Context: an optimization exercise on an open-source flow, tuned for small area and a short achievable clock period. The choices shown serve that exercise and are no tape-out recipe. At most, simulation tests tie the RTL to the original design; equivalence was not proved. Power and IR drop assume default switching activity.

## try-willow
// fp_multiplier
module fp_multiplier (
    input         sign,
    input         clk,
    input         rst,
    input  [16:0] a,
    input  [16:0] b,
    output [17:0] out,
    output reg    overflow,
    output reg    underflow
);
  wire [17:0] xa = {sign & a[16], a};
  wire [17:0] yb = {sign & b[16], b};
  wire [8:0] neg_d, one_d, two_d;
  wire [18:0] ybz = {yb, 1'b0};
  genvar gi;
  generate for (gi = 0; gi < 9; gi = gi + 1) begin : benc
    wire y2 = ybz[2*gi+2], y1 = ybz[2*gi+1], y0 = ybz[2*gi];
    assign neg_d[gi] = y2 & ~(y1 & y0);
    assign one_d[gi] = y1 ^ y0;
    assign two_d[gi] = (y2 & ~y1 & ~y0) | (~y2 & y1 & y0);
  end endgenerate
  reg [17:0] xr;
  reg [8:0] negr, oner, twor;
  reg s1;
  always @(posedge clk) begin
    xr <= xa; negr <= neg_d; oner <= one_d; twor <= two_d; s1 <= sign;
  end
  wire [4:0] r8sel = one_d[8] ? xa[4:0] : two_d[8] ? {xa[3:0], 1'b0} : 5'd0;
  wire [5:0] r8sum = {1'b0, r8sel ^ {5{neg_d[8]}}} + neg_d[8];
  reg [5:0] r8r;
  always @(posedge clk) r8r <= r8sum;
  wire pp1, pp2, pp3, pp4, pp5, pp6, pp7, pp8, pp9, pp10, pp11, pp12;
  wire pp13, pp14, pp15, pp16, pp17, pp18, pp19, pp20, pp21, pp22, pp23, pp24;
  ...
clock: 8.0 ns
lec_check: 0
cap_margin: 20
core_margin: 2
core_utilization: 40
setup_slack_margin: 4.6
slew_margin: 20
synth_hierarchical: 1
standard.sh (not shown) runs the stock make flow with config.mk's settings and CLKGATE_MAP_FILE= SYNTH_SCRIPT=/design/flow/synth_recipe.tcl, a recipe that flattens the netlist after the stock synthesis.
==> flow/flow/run.sh <==
#!/bin/bash
# Standard layout, with a plain buffer (buf_2) on every input and output port,
# a clock tree of clkbuf_8 cells and no dummy clock loads.
set -euo pipefail
bash standard.sh "BUFFER_PORTS_ARGS=-buffer_cell sky130_fd_sc_hd__buf_2" \
  "CTS_ARGS=-sink_clustering_enable -repair_clock_nets -dont_use_dummy_load -buf_list sky130_fd_sc_hd__clkbuf_8" \
  finish > make_finish.log 2>&1
try-willow | status: complete | timing, DRC, antenna: pass
For try-juniper, these inputs were changed with respect to try-willow:
Settings: changing SETUP_SLACK_MARGIN from 4.6 to 5.
==> flow/flow/run.sh <==
#!/bin/bash
# Standard layout, with a plain buffer (buf_2) on every input and output port.
set -euo pipefail
bash standard.sh "BUFFER_PORTS_ARGS=-buffer_cell sky130_fd_sc_hd__buf_2" finish > make_finish.log 2>&1
==> comparison <==
- Number of sequential cells in the layout came out exactly the same in try-willow and try-juniper.
- try-juniper: layout cell share with drive strength beyond 1 is 9.9 points higher than what try-willow reported.
- try-juniper reached the end of the flow, and the finished layout is clean on the timing, design-rule and antenna checks.
- In the metrics for try-willow and try-juniper, the one carrying the lower worst setup slack is try-willow.
- [try-juniper] combinational power share fell 3.2 points relative to try-willow
- Summary: minimum period implied by the final worst setup slack, try-juniper better than try-willow
- Power drawn by the combinational cells, try-willow and try-juniper, higher one = try-juniper.
- Changes observed in try-juniper relative to try-willow: via count of the first global-routing pass went up 0.85%; share of synthesized registers carrying an async set or reset held.
Here is what was changed in the inputs of try-xenon compared with try-juniper.
Settings: SETUP_SLACK_MARGIN now 4.8, was 5.
==> flow/flow/run.sh <==
#!/bin/bash
# Standard layout, with a plain buffer (buf_2) on every input and output port,
# a clock tree of clkbuf_8 cells and no dummy clock loads.
set -euo pipefail
bash standard.sh "BUFFER_PORTS_ARGS=-buffer_cell sky130_fd_sc_hd__buf_2" \
  "CTS_ARGS=-sink_clustering_enable -repair_clock_nets -dont_use_dummy_load -buf_list sky130_fd_sc_hd__clkbuf_8" \
  finish > make_finish.log 2>&1
Notes after the runs:
try-xenon vs. try-juniper: area growth from synthesis to layout went down 11 points, minimum clock period after layout up 0.14 ns, clock skew shows an increase of 0.015 ns, worst hold slack went up.
[compare] base=try-juniper new=try-xenon: sum of internal, switching and leakage power -14%; number of antenna violations at the first check in global routing now sits higher; max-slew headroom at the worst pin now smaller; number of ordinary inverters in the final layout held.
--- input diff try-xenon..try-raven ---
Settings: an added CTS_CLUSTER_SIZE of 60; an added CTS_CLUSTER_DIAMETER of 150; a change of SETUP_SLACK_MARGIN from 4.8 to 5.
==> flow/run.sh (new file) <==
#!/bin/bash
# synth_recipe.tcl (not shown) runs the flow's synth.tcl, then flattens the netlist and writes it again
# the make line also repeats each setting of config.mk as NAME=value (left out here)
make -C /OpenROAD-flow-scripts/flow DESIGN_CONFIG=/design/flow/config.mk WORK_HOME=/design/flow/orfs CLKGATE_MAP_FILE= SYNTH_SCRIPT=/design/flow/synth_recipe.tcl finish
removed: flow/flow/run.sh
removed: flow/standard.sh
==> comparison <==
| sequential portion of the cell area | try-raven vs try-xenon | 2.1 points lower |. Row post-layout minimum cycle time: try-raven lower / try-xenon higher. Design area: try-raven vs try-xenon up about 12%. Floorplan die height came out exactly the same in try-xenon and try-raven.

Another version of the RTL of fp_multiplier (not shown whole).
For scale: about 970 cells after synthesis, ~130 flip-flops, about 10000 um2 of cells after synthesis.
clock: 8.0 ns
lec_check: 0
cap_margin: 20
core_margin: 2
core_utilization: 40
setup_slack_margin: 4.9
slew_margin: 20
synth_hierarchical: 1
==> flow/flow/run.sh <==
#!/bin/bash
# Standard layout, with a plain buffer (buf_1) on every input and output port,
# a clock tree of clkbuf_8 cells and no dummy clock loads.
set -euo pipefail
bash standard.sh "BUFFER_PORTS_ARGS=-buffer_cell sky130_fd_sc_hd__buf_1" \
  "CTS_ARGS=-sink_clustering_enable -repair_clock_nets -dont_use_dummy_load -buf_list sky130_fd_sc_hd__clkbuf_8" \
  finish > make_finish.log 2>&1
Change:
--- a/flow/config.mk
+++ b/flow/config.mk
@@ -11 +11 @@
-export SETUP_SLACK_MARGIN = 4.9
+export SETUP_SLACK_MARGIN = 4.8
Result: Core utilization came out lower by 0.37 points. First-iteration DRC count came out lower by about 5%. Total power stays flat. Via count came out higher by 0.91%. Sequential power stays flat. Clock skew came out lower by 8.2 ps. Routed wire length stays flat.
Change:
--- a/flow/flow/run.sh
+++ b/flow/flow/run.sh
@@ -2 +2 @@
-# Standard layout, with a plain buffer (buf_1) on every input and output port,
+# Standard layout, with a plain buffer (buf_2) on every input and output port,
@@ -5 +5 @@
-bash standard.sh "BUFFER_PORTS_ARGS=-buffer_cell sky130_fd_sc_hd__buf_1" \
+bash standard.sh "BUFFER_PORTS_ARGS=-buffer_cell sky130_fd_sc_hd__buf_2" \
--- a/flow/config.mk
+++ b/flow/config.mk
@@ -11 +11 @@
-export SETUP_SLACK_MARGIN = 4.8
+export SETUP_SLACK_MARGIN = 4.9
After rerunning: The new run ran to the end with no violations; hold slack gets better by 8.7 ps; clock skew falls by 6.5 ps; global-route usage hardly moves; critical path depth came out lower by 7; total power climbs by 0.64%; die area does not change; non-clock buffer count grows by 3; setup slack improved by 120 ps; wire length climbs by 0.64%.
Change:
--- a/flow/flow/run.sh
+++ b/flow/flow/run.sh
@@ -2 +2 @@
-# Standard layout, with a plain buffer (buf_2) on every input and output port,
+# Standard layout, with a plain buffer (buf_1) on every input and output port,
@@ -5 +5 @@
-bash standard.sh "BUFFER_PORTS_ARGS=-buffer_cell sky130_fd_sc_hd__buf_2" \
+bash standard.sh "BUFFER_PORTS_ARGS=-buffer_cell sky130_fd_sc_hd__buf_1" \
--- a/flow/config.mk
+++ b/flow/config.mk
@@ -10 +10 @@
-export CORE_UTILIZATION = 40
+export CORE_UTILIZATION = 30
Clock skew came out higher by 4.2 ps.
Clock power came out higher by about 2%.
Cell count came out higher by 9.1%.
Total power is about the same.
Via count came out higher by about 0.45%.
Die area came out higher by 32%.
Area after synthesis stays the same.
Cell area came out higher by 0.76%.
Synthesized cell count does not change.
Wire length came out higher by 3.3%.
Change:
--- a/flow/flow/run.sh
+++ b/flow/flow/run.sh
@@ -2 +2 @@
-# Standard layout, with a plain buffer (buf_1) on every input and output port,
+# Standard layout, with a plain buffer (buf_2) on every input and output port,
@@ -5 +5 @@
-bash standard.sh "BUFFER_PORTS_ARGS=-buffer_cell sky130_fd_sc_hd__buf_1" \
+bash standard.sh "BUFFER_PORTS_ARGS=-buffer_cell sky130_fd_sc_hd__buf_2" \
--- a/flow/config.mk
+++ b/flow/config.mk
@@ -10,2 +10,2 @@
-export CORE_UTILIZATION = 30
-export SETUP_SLACK_MARGIN = 4.9
+export CORE_UTILIZATION = 40
+export SETUP_SLACK_MARGIN = 4.8
Effect: Worst setup slack gets worse by 29 ps; total power goes down slightly; utilization rose by 10 points; critical path depth falls by 2; non-clock buffer count goes down by 4.

RTL: one of the versions met above, not the one the previous note started from.
Size in the first run: about 130 flip-flops, roughly 57 I/O pins, about 10000 um^2 of cells after synthesis.
==> flow/config.mk <==
export PLATFORM = sky130hd
export DESIGN_NAME = fp_multiplier
export DESIGN_NICKNAME = fp_multiplier
export VERILOG_FILES = /design/flow/design.v
export SDC_FILE = /design/flow/constraint.sdc
export NUM_CORES = 4
export LEC_CHECK = 0
export ABC_AREA = 1
export CAP_MARGIN = 20
export CORE_MARGIN = 2
export CORE_UTILIZATION = 40
export SETUP_SLACK_MARGIN = 5
export SLEW_MARGIN = 20
export SYNTH_HIERARCHICAL = 1
==> flow/constraint.sdc <==
create_clock -name core_clock -period 8.0 [get_ports {clk}]
set_input_delay 1.6000 -clock core_clock [delete_from_list [all_inputs] [get_ports {clk}]]
set_output_delay 1.6000 -clock core_clock [all_outputs]
set_load 0.01 [all_outputs]
run.sh (not shown) runs the stock make flow with config.mk's settings and CLKGATE_MAP_FILE= SYNTH_SCRIPT=/design/flow/synth_recipe.tcl, a recipe that flattens the netlist after the stock synthesis.
Stock flow here: none of the scripts above is used.
Edit:
Settings changed: ABC_AREA 1 to unset, CTS_BUF_LIST set to sky130_fd_sc_hd__clkbuf_4 sky130_fd_sc_hd__clkbuf_8, CTS_CLUSTER_SIZE set to 30.
- register-to-register slack gets better by 0.02 ns
- cell area goes down by 9.5%
- setup slack gets better by 0.015 ns
- worst hold slack gets better by 0.068 ns
Edit:
Settings changed: CAP_MARGIN 20 to 0, CTS_BUF_LIST sky130_fd_sc_hd__clkbuf_4 sky130_fd_sc_hd__clkbuf_8 to unset, CTS_CLUSTER_SIZE 30 to unset, SLEW_MARGIN 20 to 0.
Effect:
- first-iteration DRC count came out higher by roughly a tenth
- count of clock-buffer cells in the layout is unchanged
- final cell count goes down slightly
- die area does not change
- worst setup slack gains 0.083 ns
- clock skew went down by 0.015 ns
- clock power went up by well over a third
- final area barely changes
- total power rises by a few percent
- fmax is higher by a few percent
- sequential power stays flat
Edit:
Settings changed: CAP_MARGIN 0 to 20, SETUP_SLACK_MARGIN 5 to unset, SLEW_MARGIN 0 to 20.
Count of clock-buffer cells in the layout does not change; critical path depth shrinks by 2; clock skew shrinks by 0.0087 ns; routed wire length shrinks by a few percent; first-iteration DRC count shrinks by a few percent.
Edit:
==> flow/flow/run.sh (new file) <==
#!/bin/bash
# Standard layout, with a plain buffer (buf_2) on every input and output port
# and no dummy clock loads in the clock tree.
set -euo pipefail
bash standard.sh "BUFFER_PORTS_ARGS=-buffer_cell sky130_fd_sc_hd__buf_2" \
  "SETUP_SLACK_MARGIN=5.3" "CTS_ARGS=-sink_clustering_enable -repair_clock_nets -dont_use_dummy_load" finish > make_finish.log 2>&1
==> flow/standard.sh (new file) <==
#!/bin/bash
# synth_recipe.tcl (not shown) runs the flow's synth.tcl, then flattens the netlist and writes it again
# the make line also repeats each setting of config.mk as NAME=value (left out here)
make -C /OpenROAD-flow-scripts/flow DESIGN_CONFIG=/design/flow/config.mk WORK_HOME=/design/flow/orfs CLKGATE_MAP_FILE= SYNTH_SCRIPT=/design/flow/synth_recipe.tcl "${@:-finish}"
Settings changed: SETUP_SLACK_MARGIN set to 5.
removed: flow/run.sh
=> Critical path depth came out higher by 2; worst hold slack improves by 0.029 ns; cell area came out higher by 17%; routed wire length came out higher by 18%; non-clock buffer count came out higher by 119; cell count came out higher by 8.0%.
Edit:
==> flow/flow/run.sh (replaced) <==
#!/bin/bash
# Standard layout, with a plain buffer (buf_2) on every input and output port,
# a clock tree of clkbuf_8 cells and no dummy clock loads.
set -euo pipefail
bash standard.sh "BUFFER_PORTS_ARGS=-buffer_cell sky130_fd_sc_hd__buf_2" \
  "CTS_ARGS=-sink_clustering_enable -repair_clock_nets -dont_use_dummy_load -buf_list sky130_fd_sc_hd__clkbuf_8" \
  finish > make_finish.log 2>&1
Settings changed: SETUP_SLACK_MARGIN 5 to 4.7.
After rerunning:
- sequential share of layout area rises by 4.0 points
- routed wire length falls by 16%
- worst hold slack is worse by 0.030 ns

main:
fp_multiplier, a different RTL version from the one above (not shown whole).
Size in the first run: roughly 940 cells after synthesis, about 10000 um2 of cells after synthesis.
==> flow/config.mk <==
export PLATFORM = sky130hd
export DESIGN_NAME = fp_multiplier
export DESIGN_NICKNAME = fp_multiplier
export VERILOG_FILES = /design/flow/design.v
export SDC_FILE = /design/flow/constraint.sdc
export NUM_CORES = 4
export LEC_CHECK = 0
export CAP_MARGIN = 20
export CORE_MARGIN = 2
export CORE_UTILIZATION = 40
export SETUP_SLACK_MARGIN = 5
export SLEW_MARGIN = 20
export SYNTH_HIERARCHICAL = 1
==> flow/constraint.sdc <==
create_clock -name core_clock -period 8.0 [get_ports {clk}]
set_input_delay 1.6000 -clock core_clock [delete_from_list [all_inputs] [get_ports {clk}]]
set_output_delay 1.6000 -clock core_clock [all_outputs]
set_load 0.01 [all_outputs]
Stock flow here: none of the scripts above is used.
[inputs] the feature branch vs main
Settings: a deleted SETUP_SLACK_MARGIN that had been 5.
Results
Routed wire length down about 3.4% in the feature branch wrt main. Total design power | the feature branch below main. The feature branch leaves less setup margin than main.
No run of this note included a check of the RTL's function; only the layout flow was run.

Another version of the RTL of fp_multiplier (not shown whole).
Size in the first run: about 970 cells after synthesis, roughly 120 flip-flops, about 57 I/O pins, ~10000 sq um of cells after synthesis.
## fp_multiplier
module fp_multiplier (
    input         sign,
    input         clk,
    input         rst,
    input  [16:0] a,
    input  [16:0] b,
    output [17:0] out,
    output reg    overflow,
    output reg    underflow
);
clock: 8.0 ns
lec_check: 0
cap_margin: 20
core_margin: 2
core_utilization: 65
place_density: 0.75
setup_slack_margin: 5
slew_margin: 20
synth_hierarchical: 1
Then changed:
Settings changed: CORE_UTILIZATION 65 to 40, PLACE_DENSITY 0.75 to default.
Final cell count is higher by about 11%.
Via count is lower by about 11%.
Power is lower by about 3%.
Global-route usage is lower by 16 points.
First-iteration DRC count is lower by 12%.
No functional check of the RTL was part of any run of this note.

== old ==
Another version of the RTL of fp_multiplier (not shown whole).
For scale: about 1100 cells after synthesis, ~120 flip-flops, roughly 57 I/O pins, roughly 0.011 mm2 of cells after synthesis.
make LEC_CHECK=0 ABC_CLOCK_PERIOD_IN_PS=2500 CAP_MARGIN=20 CORE_MARGIN=2 CORE_UTILIZATION=40 SLEW_MARGIN=20 finish   # period 8.0 ns
## Diff of input files: new against old
Settings: ABC_CLOCK_PERIOD_IN_PS removed (was 2500); SETUP_SLACK_MARGIN newly set to 5.
Results
new did not stop at any stage, and its layout met the timing, design-rule and antenna checks. new ended with more final non-filler cell total than old. On new: power per cell area is about 3% lower than what old gave. new against old; detailed-placement wirelength estimate is down by a few percent. Cell with the biggest individual delay on the critical path = dfxtp_1: old; cell with the biggest individual delay on the critical path = fa_1: new.
No run of this note included a check of the RTL's function; only the layout flow was run.

== maple ==
fp_multiplier with an RTL version that a note above also has.
Size in the first run: ~130 flip-flops, roughly 57 I/O pins, about 0.010 mm^2 of cells after synthesis.
clock: 8.0 ns
lec_check: 0
cap_margin: 20
core_margin: 2
core_utilization: 40
setup_slack_margin: 5
slew_margin: 20
synth_hierarchical: 1
standard.sh (not shown) runs the stock make flow with config.mk's settings and CLKGATE_MAP_FILE= SYNTH_SCRIPT=/design/flow/synth_recipe.tcl, a recipe that flattens the netlist after the stock synthesis.
==> flow/flow/run.sh <==
#!/bin/bash
# Standard layout, with a plain buffer (buf_2) on every input and output port
# and no dummy clock loads in the clock tree.
set -euo pipefail
bash standard.sh "BUFFER_PORTS_ARGS=-buffer_cell sky130_fd_sc_hd__buf_2" \
  "CTS_ARGS=-sink_clustering_enable -repair_clock_nets -dont_use_dummy_load" finish > make_finish.log 2>&1
## Diff of input files: zinc against maple
==> flow/run.sh (new file) <==
#!/bin/bash
# synth_recipe.tcl (not shown) runs the flow's synth.tcl, then flattens the netlist and writes it again
# the make line also repeats each setting of config.mk as NAME=value (left out here)
make -C /OpenROAD-flow-scripts/flow DESIGN_CONFIG=/design/flow/config.mk WORK_HOME=/design/flow/orfs CLKGATE_MAP_FILE= SYNTH_SCRIPT=/design/flow/synth_recipe.tcl finish
removed: flow/flow/run.sh
removed: flow/standard.sh
==> run summary <==
Core utilization: higher on zinc
~same sequential power in zinc and maple
zinc vs. maple: tightest hold margin went up by 0.017 ns.
On worst setup slack, maple beats zinc.
Between maple and zinc, the clock transition time at the flip-flop clock pins of the worst setup and hold paths does not differ in any meaningful way.
The total combinational power was comparable across zinc and maple.

## separate check: timing with driven ports
Ports are ideal in the flow. The routed layouts listed here were re-timed in OpenROAD. Step 1, drivers: a clkbuf_16 drives clk and a buf_2 each remaining input, both assumed. Step 2 adds t to the input delays and takes it off the output delays; t is the mean of the earliest and latest rising clock arrival at the registers after step 1. Input paths then give back, and output paths get back, about the clock's delay inside the block. a / b / c = ideal ports / drivers / drivers and shift; a / b = the first two.
| run | t, ns | setup slack, ns | worst register clock-pin slew, ns | pins driven straight from the clock port |
|---|---|---|---|---|
| try-willow | 0.478 | 4.714 / 4.714 / 4.714 | 0.08 / 0.08 | 1 |
| try-juniper | 0.468 | 5.036 / 5.036 / 4.887 | 0.06 / 0.06 | 1 |
| try-xenon | 0.477 | 4.894 / 4.894 / 4.882 | 0.08 / 0.08 | 1 |
| try-raven | 0.464 | 4.966 / 4.966 / 4.659 | 0.07 / 0.07 | 1 |
| the first run of note 2 | 0.469 | 4.988 / 4.988 / 4.686 | 0.08 / 0.08 | 1 |
| the second run of note 2 | 0.462 | 4.876 / 4.876 / 4.725 | 0.08 / 0.08 | 1 |
| the third run of note 2 | 0.482 | 4.993 / 4.993 / 4.753 | 0.08 / 0.08 | 1 |
| the fourth run of note 2 | 0.479 | 4.942 / 4.942 / 4.758 | 0.08 / 0.08 | 1 |
| the fifth run of note 2 | 0.477 | 4.912 / 4.912 / 4.747 | 0.08 / 0.08 | 1 |
| the first run of note 3 | 0.468 | 4.868 / 4.868 / 4.690 | 0.06 / 0.06 | 1 |
| the second run of note 3 | 0.496 | 4.883 / 4.883 / 4.601 | 0.10 / 0.10 | 1 |
| the third run of note 3 | 0.464 | 4.966 / 4.966 / 4.659 | 0.07 / 0.07 | 1 |
| the fourth run of note 3 | 0.477 | 4.337 / 4.337 / 4.337 | 0.06 / 0.06 | 1 |
| the fifth run of note 3 | 0.458 | 5.037 / 5.037 / 5.037 | 0.06 / 0.06 | 1 |
| the sixth run of note 3 | 0.478 | 4.841 / 4.841 / 4.841 | 0.08 / 0.08 | 1 |
| main | 0.467 | 4.379 / 4.379 / 4.379 | 0.06 / 0.06 | 1 |
| the feature branch | 0.469 | 3.792 / 3.792 / 3.792 | 0.07 / 0.07 | 1 |
| the first run of note 5 | 0.466 | 4.242 / 4.242 / 4.242 | 0.06 / 0.06 | 1 |
| the second run of note 5 | 0.464 | 4.356 / 4.356 / 4.356 | 0.07 / 0.07 | 1 |
| old | 0.467 | 3.758 / 3.758 / 3.758 | 0.06 / 0.06 | 1 |
| new | 0.471 | 4.507 / 4.507 / 4.507 | 0.07 / 0.07 | 1 |
| maple | 0.450 | 5.043 / 5.043 / 4.887 | 0.06 / 0.06 | 1 |
| zinc | 0.464 | 4.966 / 4.966 / 4.659 | 0.07 / 0.07 | 1 |
After both steps every run listed still meets setup and hold.
